This is an optimization exercise on Yosys and OpenROAD, whose aim is small area, not a production implementation.
Where RTL was checked, it was by simulation tests only, not by an equivalence proof against the original.
Power is estimated from default activity; no workload was simulated.

## MemChecker
module MemChecker(
  input          clock,
  input          reset,
  output [31:0]  io_mem_address,
  output [63:0]  io_mem_byteenable,
  output         io_mem_read,
  input  [511:0] io_mem_readdata,
  input  [1:0]   io_mem_response,
  output         io_mem_write,
  output [511:0] io_mem_writedata,
  input          io_mem_waitrequest,
  input          io_mem_readdatavalid,
  input          io_mem_writeresponsevalid,
  output [7:0]   io_mem_burstcount,
  output         io_ctrl_AW_ready,
  input          io_ctrl_AW_valid,
  input  [7:0]   io_ctrl_AW_bits_addr,
  input  [2:0]   io_ctrl_AW_bits_prot,
  output         io_ctrl_W_ready,
  input          io_ctrl_W_valid,
  input  [31:0]  io_ctrl_W_bits_wdata,
  input  [3:0]   io_ctrl_W_bits_wstrb,
  input          io_ctrl_B_ready,
  output         io_ctrl_B_valid,
  output [1:0]   io_ctrl_B_bits,
  output         io_ctrl_AR_ready,
  input          io_ctrl_AR_valid,
  input  [7:0]   io_ctrl_AR_bits_addr,
  input  [2:0]   io_ctrl_AR_bits_prot,
  input          io_ctrl_R_ready,
  output         io_ctrl_R_valid,
  output [31:0]  io_ctrl_R_bits_rdata,
  output [1:0]   io_ctrl_R_bits_rresp
);
Settings: LEC_CHECK=0, ABC_AREA=0, CAP_MARGIN=30, CORE_MARGIN=2, CORE_UTILIZATION=40, SLEW_MARGIN=30; clock period 10.0 ns.
run.sh (not shown) runs the stock make flow with config.mk's settings and CLKGATE_MAP_FILE= SYNTH_SCRIPT=/design/flow/synth_recipe.tcl, a recipe that flattens the netlist after the stock synthesis.
The baseline stopped in I/O pin placement (3_2_place_iop).
Rerun with:
CAP_MARGIN = 15   (was 30)
CORE_UTILIZATION = 65   (was 40)
PLACE_DENSITY = 0.75   (was default)
SLEW_MARGIN = 15   (was 30)
What happened: The new run stopped in I/O pin placement (3_2_place_iop). Synthesized cell count is unchanged. Synthesized area stays the same.
Rerun with:
CAP_MARGIN = 30   (was 15)
CORE_AREA = 3 3 422 422   (was default)
CORE_MARGIN = default   (was 2)
CORE_UTILIZATION = default   (was 65)
DIE_AREA = 0 0 425 425   (was default)
PLACE_DENSITY = default   (was 0.75)
SLEW_MARGIN = 30   (was 15)
What happened:
- The changed run finished with timing, DRC and antenna clean
- synthesized area stays the same
- synthesized cell count stays the same
Rerun with:
CORE_AREA = 3 3 647 197   (was 3 3 422 422)
DIE_AREA = 0 0 650 200   (was 0 0 425 425)
Synthesized area is unchanged.
Routed wire length decreases by 14%.
Global-route usage climbs by 7.5 points.
Final area fell by 4.6%.
Worst hold slack gets better by 3.5 ps.
Power falls by 8.2%.
Setup slack gets worse by 350 ps.
Clock power is lower by 18%.
Sequential share of layout area came out higher by 1.1 points.
Via count went up by about 3.5%.
No functional check of the RTL was part of any run of this note.


MemChecker, a different RTL version from the one above (not shown whole).
Size: about 4,000 cells after synthesis, about 640 flip-flops, about 1,200 I/O pins, about 39,000 um^2 of cells after synthesis.
clock: 10.0 ns
lec_check: 0
abc_area: 0
cap_margin: 30
core_area: 3 3 422 422
die_area: 0 0 425 425
place_density: 0.75
slew_margin: 30
standard.sh (not shown) runs the stock make flow with config.mk's settings and CLKGATE_MAP_FILE= SYNTH_SCRIPT=/design/flow/synth_recipe.tcl, a recipe that flattens the netlist after the stock synthesis.
==> flow/flow/run.sh <==
#!/bin/bash
# Layout flow: the standard flow (standard.sh) with these changes to how the layout is built:
#  - synthesis is standard.sh's own, except that ABC maps the logic with an area-oriented
#    script (flow/abc_area_nf.script) instead of ORFS's abc_speed.script; the flip-flops,
#    their names and cell types come out as in the standard synthesis;
#  - the port buffers that buffer_ports inserts use the smallest buffer cell (buf_1);
#  - clock tree synthesis runs without dummy loads.
# Output: synth.log (synthesis), standard.log (the rest of the flow); ORFS's logs under orfs/logs.
set -euo pipefail
work=$(pwd)
rm -rf "$work/orfs_scripts"
cp -r "$FLOW_HOME/scripts" "$work/orfs_scripts"
cp "$work/flow/abc_area_nf.script" "$work/orfs_scripts/abc_speed.script"
SCRIPTS_DIR="$work/orfs_scripts" bash standard.sh synth > synth.log 2>&1
export BUFFER_PORTS_ARGS="-buffer_cell sky130_fd_sc_hd__buf_1"
export CTS_ARGS="-sink_clustering_enable -repair_clock_nets -dont_use_dummy_load -buf_list {sky130_fd_sc_hd__clkbuf_4 sky130_fd_sc_hd__clkbuf_8}"
bash standard.sh > standard.log 2>&1
==> flow/flow/abc_area_nf.script <==
&get -n
&st
&dch
&nf -a
&put
The starting point completed with no timing, DRC or antenna violations.
Change:
Settings changed: PLACE_DENSITY 0.75 to 0.9.
Total power came out lower by 0.86%.
Wire length rose by 1.3%.
Core utilization stays flat.
Clock skew goes down by 0.018 ns.
Flip-flop and latch count is unchanged.
Worst hold slack is better by 0.023 ns.


## main
Another version of the RTL of MemChecker (not shown whole).
Size in the first run: about 640 flip-flops, ~1200 I/O pins, roughly 39000 µm² of cells after synthesis.
export LEC_CHECK = 0
export ABC_AREA = 0
export CAP_MARGIN = 10
export CORE_AREA = 3 3 422 422
export DIE_AREA = 0 0 425 425
export SLEW_MARGIN = 10
create_clock -name core_clock -period 10.0 [get_ports {clock}]
Scripts as last shown in full above: flow/flow/run.sh, flow/flow/abc_area_nf.script
Completing all stages was not enough for main: its layout failed the final checks because of max-capacitance violations, max-slew violations.
--- input diff main..the feature branch ---
# main
export LEC_CHECK = 0
export ABC_AREA = 0
export CAP_MARGIN = 10
export CORE_AREA = 3 3 422 422
export DIE_AREA = 0 0 425 425
export SLEW_MARGIN = 10
create_clock -name core_clock -period 10.0 [get_ports {clock}]
# the feature branch
export LEC_CHECK = 0
export ABC_AREA = 0
export CAP_MARGIN = 30
export CORE_AREA = 3 3 647 197
export DIE_AREA = 0 0 650 200
export SLEW_MARGIN = 30
create_clock -name core_clock -period 10.0 [get_ports {clock}]
- The feature branch finished every step from synthesis to the final layout, and the layout passed the timing, DRC and antenna checks.
- Final cell count ends up higher on main.
- Summary of the feature branch over main: sequential fraction of total cell area did not really move, worst hold slack went up, maximum clock frequency saw a decrease, number of detailed-route iterations in the first pass now sits higher, least setup slack across all paths after layout dropped 440 ps.
- Total inserted antenna cells went up by more than 100% going from main to the feature branch.
Function was not checked in any run of this note: the RTL went through the layout flow alone.


run A:
MemChecker, a different RTL version from the one above (not shown whole).
Size in the first run: ~1200 I/O pins, ~0.038 mm² of cells after synthesis.
==> flow/config.mk <==
export PLATFORM = sky130hd
export DESIGN_NAME = MemChecker
export DESIGN_NICKNAME = MemChecker
export VERILOG_FILES = /design/flow/design.v
export SDC_FILE = /design/flow/constraint.sdc
export NUM_CORES = 8
export LEC_CHECK = 0
export ABC_AREA = 0
export CAP_MARGIN = 20
export CORE_AREA = 3 3 422 422
export DIE_AREA = 0 0 425 425
export PLACE_DENSITY = 0.75
export SLEW_MARGIN = 20
==> flow/constraint.sdc <==
create_clock -name core_clock -period 10.0 [get_ports {clock}]
set_input_delay 2.0000 -clock core_clock [delete_from_list [all_inputs] [get_ports {clock}]]
set_output_delay 2.0000 -clock core_clock [all_outputs]
set_load 0.01 [all_outputs]
==> flow/flow/abc_area_nf.script <==
&get -n
&st
&dch
&nf -a -R 10000 -E 1000
&put
Scripts as last shown in full above: flow/flow/run.sh
Run A reached the final stage; the timing, DRC and antenna checks on its layout passed.
> inputs changed (run A -> run B)
Settings: setting GPL_TIMING_DRIVEN to 0 for the first time.
-- flow/flow/run.sh --
<<< run A, line 4
#    script (flow/abc_area_nf.script) instead of ORFS's abc_speed.script; the flip-flops,
#    their names and cell types come out as in the standard synthesis;
>>> run B, line 4
#    script (flow/abc_area_nf.script: &dch then &nf -a) instead of ORFS's abc_speed.script;
#    the flip-flops, their names and cell types come out as in the standard synthesis;
<<< run A, line 7
#  - clock tree synthesis runs without dummy loads.
>>> run B, line 7
#  - clock tree synthesis runs without dummy loads, with clkbuf_4/clkbuf_8 and sink clusters of
#    up to 16 flip-flops within 60 um.
<<< run A, line 16
export CTS_ARGS="-sink_clustering_enable -repair_clock_nets -dont_use_dummy_load -buf_list {sky130_fd_sc_hd__clkbuf_4 sky130_fd_sc_hd__clkbuf_8}"
>>> run B, line 17
export CTS_ARGS="-sink_clustering_enable -repair_clock_nets -dont_use_dummy_load -buf_list {sky130_fd_sc_hd__clkbuf_4 sky130_fd_sc_hd__clkbuf_8} -sink_clustering_size 16 -sink_clustering_max_diameter 60"
Results
Run B vs run A: number of H-tree levels down in run B. As of run B, via count had risen slightly compared to run A. met1 usage in global routing sits lower in run B than in run A. Diff run A and run B: clock buffer count from CTS lower in run B. The lower post-route total power of run A and run B is in run B. The lower fraction of the cycle the final worst path needs came out of run A. In the final reports, the cell area of run B is larger than that of run A.
[inputs] run C vs run B
Settings: GPL_TIMING_DRIVEN: 0 -> unset.
-- flow/flow/run.sh --
<<< run B, line 4
#    script (flow/abc_area_nf.script: &dch then &nf -a) instead of ORFS's abc_speed.script;
#    the flip-flops, their names and cell types come out as in the standard synthesis;
>>> run C, line 4
#    script (flow/abc_area_nf.script) instead of ORFS's abc_speed.script; the flip-flops,
#    their names and cell types come out as in the standard synthesis;
<<< run B, line 7
#  - clock tree synthesis runs without dummy loads, with clkbuf_4/clkbuf_8 and sink clusters of
#    up to 16 flip-flops within 60 um.
>>> run C, line 7
#  - clock tree synthesis runs without dummy loads.
Run C: full flow OK, the timing, DRC and antenna checks passed. [compare] base=run B new=run C: total half-perimeter wirelength after legalization and detailed placement now sits at about the same level; number of clock buffers in the layout now sits lower; fraction of power spent switching nets now sits higher; leakage power summed over all cells now sits lower. Fraction of area in multi-input gates for run C is higher than for run B. Power delta (run C − run B): favourable.
Edits applied to the flow inputs when going from run C to run D:
Settings: CORE_AREA: 3 3 422 422 -> 3 3 647 197; DIE_AREA: 0 0 425 425 -> 0 0 650 200; CAP_MARGIN: 20 -> 30.
-- flow/flow/run.sh --
<<< run C, line 4
#    script (flow/abc_area_nf.script) instead of ORFS's abc_speed.script; the flip-flops,
#    their names and cell types come out as in the standard synthesis;
>>> run D, line 4
#    script (flow/abc_area_nf.script: &dch then &nf -a) instead of ORFS's abc_speed.script;
#    the flip-flops, their names and cell types come out as in the standard synthesis;
<<< run C, line 7
#  - clock tree synthesis runs without dummy loads.
>>> run D, line 7
#  - clock tree synthesis runs without dummy loads, with clkbuf_4/clkbuf_8 and sink clusters of
#    up to 16 flip-flops within 60 um.
<<< run C, line 16
export CTS_ARGS="-sink_clustering_enable -repair_clock_nets -dont_use_dummy_load -buf_list {sky130_fd_sc_hd__clkbuf_4 sky130_fd_sc_hd__clkbuf_8} -sink_clustering_size 16 -sink_clustering_max_diameter 60"
>>> run D, line 17
export CTS_ARGS="-sink_clustering_enable -repair_clock_nets -dont_use_dummy_load -buf_list {sky130_fd_sc_hd__clkbuf_4 sky130_fd_sc_hd__clkbuf_8} -sink_clustering_size 12 -sink_clustering_max_diameter 50"
Results
- Run C → run D: max-slew headroom at the worst pin now sits higher, via count rose about 2.6%, static leakage barely changed.
- Taking run C as the reference point, the total area of multi-input combinational cells of run D falls by about 1.1%.
- Between run C and run D, the flow reports power drawn by the combinational cells decreasing by more than a quarter.
#### Input delta (run E over run D)
Settings: swapping 30 for 20 in CAP_MARGIN; swapping 3 3 647 197 for 3 3 422 422 in CORE_AREA; swapping 0 0 650 200 for 0 0 425 425 in DIE_AREA.
-- flow/flow/run.sh --
<<< run D, line 17
export CTS_ARGS="-sink_clustering_enable -repair_clock_nets -dont_use_dummy_load -buf_list {sky130_fd_sc_hd__clkbuf_4 sky130_fd_sc_hd__clkbuf_8} -sink_clustering_size 12 -sink_clustering_max_diameter 50"
>>> run E, line 17
export CTS_ARGS="-sink_clustering_enable -repair_clock_nets -dont_use_dummy_load -buf_list {sky130_fd_sc_hd__clkbuf_4 sky130_fd_sc_hd__clkbuf_8} -sink_clustering_size 16 -sink_clustering_max_diameter 60"
Results
- Run E completed; timing, DRC and antenna clean
- Run E — portion of the clock cycle consumed by the worst path in the final layout 3.5 points lower, run D as reference
- Summary of the comparison: share of the core filled with cells is lower in run E, relative to run D.
- Summary of run E over run D: ratio of routed vias to standard cells fell 0.68, number of antenna violations at the first check in global routing fell 45%, number of clock sinks about even, measured slew at the worst slew-check pin rose 0.086 ns.
- Comparing run D and run E, routed wire length is higher on run E.
- A slowest library cell on the worst path of sky130_fd_sc_hd__nand2_1 is what run D shows, while sky130_fd_sc_hd__buf_1 belongs to run E.
- Looking at antenna cell count, run E sits about 50% lower than run D does.
- Minimum clock period after layout in run E vs run D: down 0.35 ns

-- static timing again, ports no longer ideal --
The results above use ideal ports. As a check the final layouts listed here were re-extracted and re-timed, cells and wires unchanged. Step 1 sets driving cells, clkbuf_16 on the clock port and buf_2 on the other inputs (assumed; they add their load-dependent delay and slew). Step 2 also shifts input and output timing later by t, the mid clock arrival at the registers, as if the neighbouring blocks saw the same clock. a / b / c = ideal / step 1 / step 2; a / b = the first two.
run	shift t [ns]	slack for setup (ns)	clock arrival spread, ns
the third run of note 1	0.714	2.660 / 2.587 / 2.773	0.041 / 0.041
the fourth run of note 1	0.741	2.313 / 2.215 / 2.744	0.070 / 0.070
the first run of note 2	0.726	1.472 / 1.481 / 0.755	0.095 / 0.095
the second run of note 2	0.737	1.466 / 1.451 / 0.714	0.084 / 0.084
main	0.727	1.328 / 1.349 / 0.622	0.110 / 0.110
the feature branch	0.750	0.884 / 0.880 / 0.130	0.136 / 0.136
run A	0.702	1.469 / 1.414 / 0.712	0.126 / 0.126
run B	0.698	0.725 / 0.658 / -0.040	0.120 / 0.120
run C	0.691	1.492 / 1.436 / 0.745	0.131 / 0.132
run D	0.757	1.142 / 1.166 / 0.409	0.080 / 0.080
run E	0.691	1.492 / 1.436 / 0.745	0.131 / 0.132
Met with ideal ports but missed after step 2: setup timing in run B. The setup slack of run B, which loses most, moves by -0.067 ns with the drivers and by -0.765 ns with both steps.
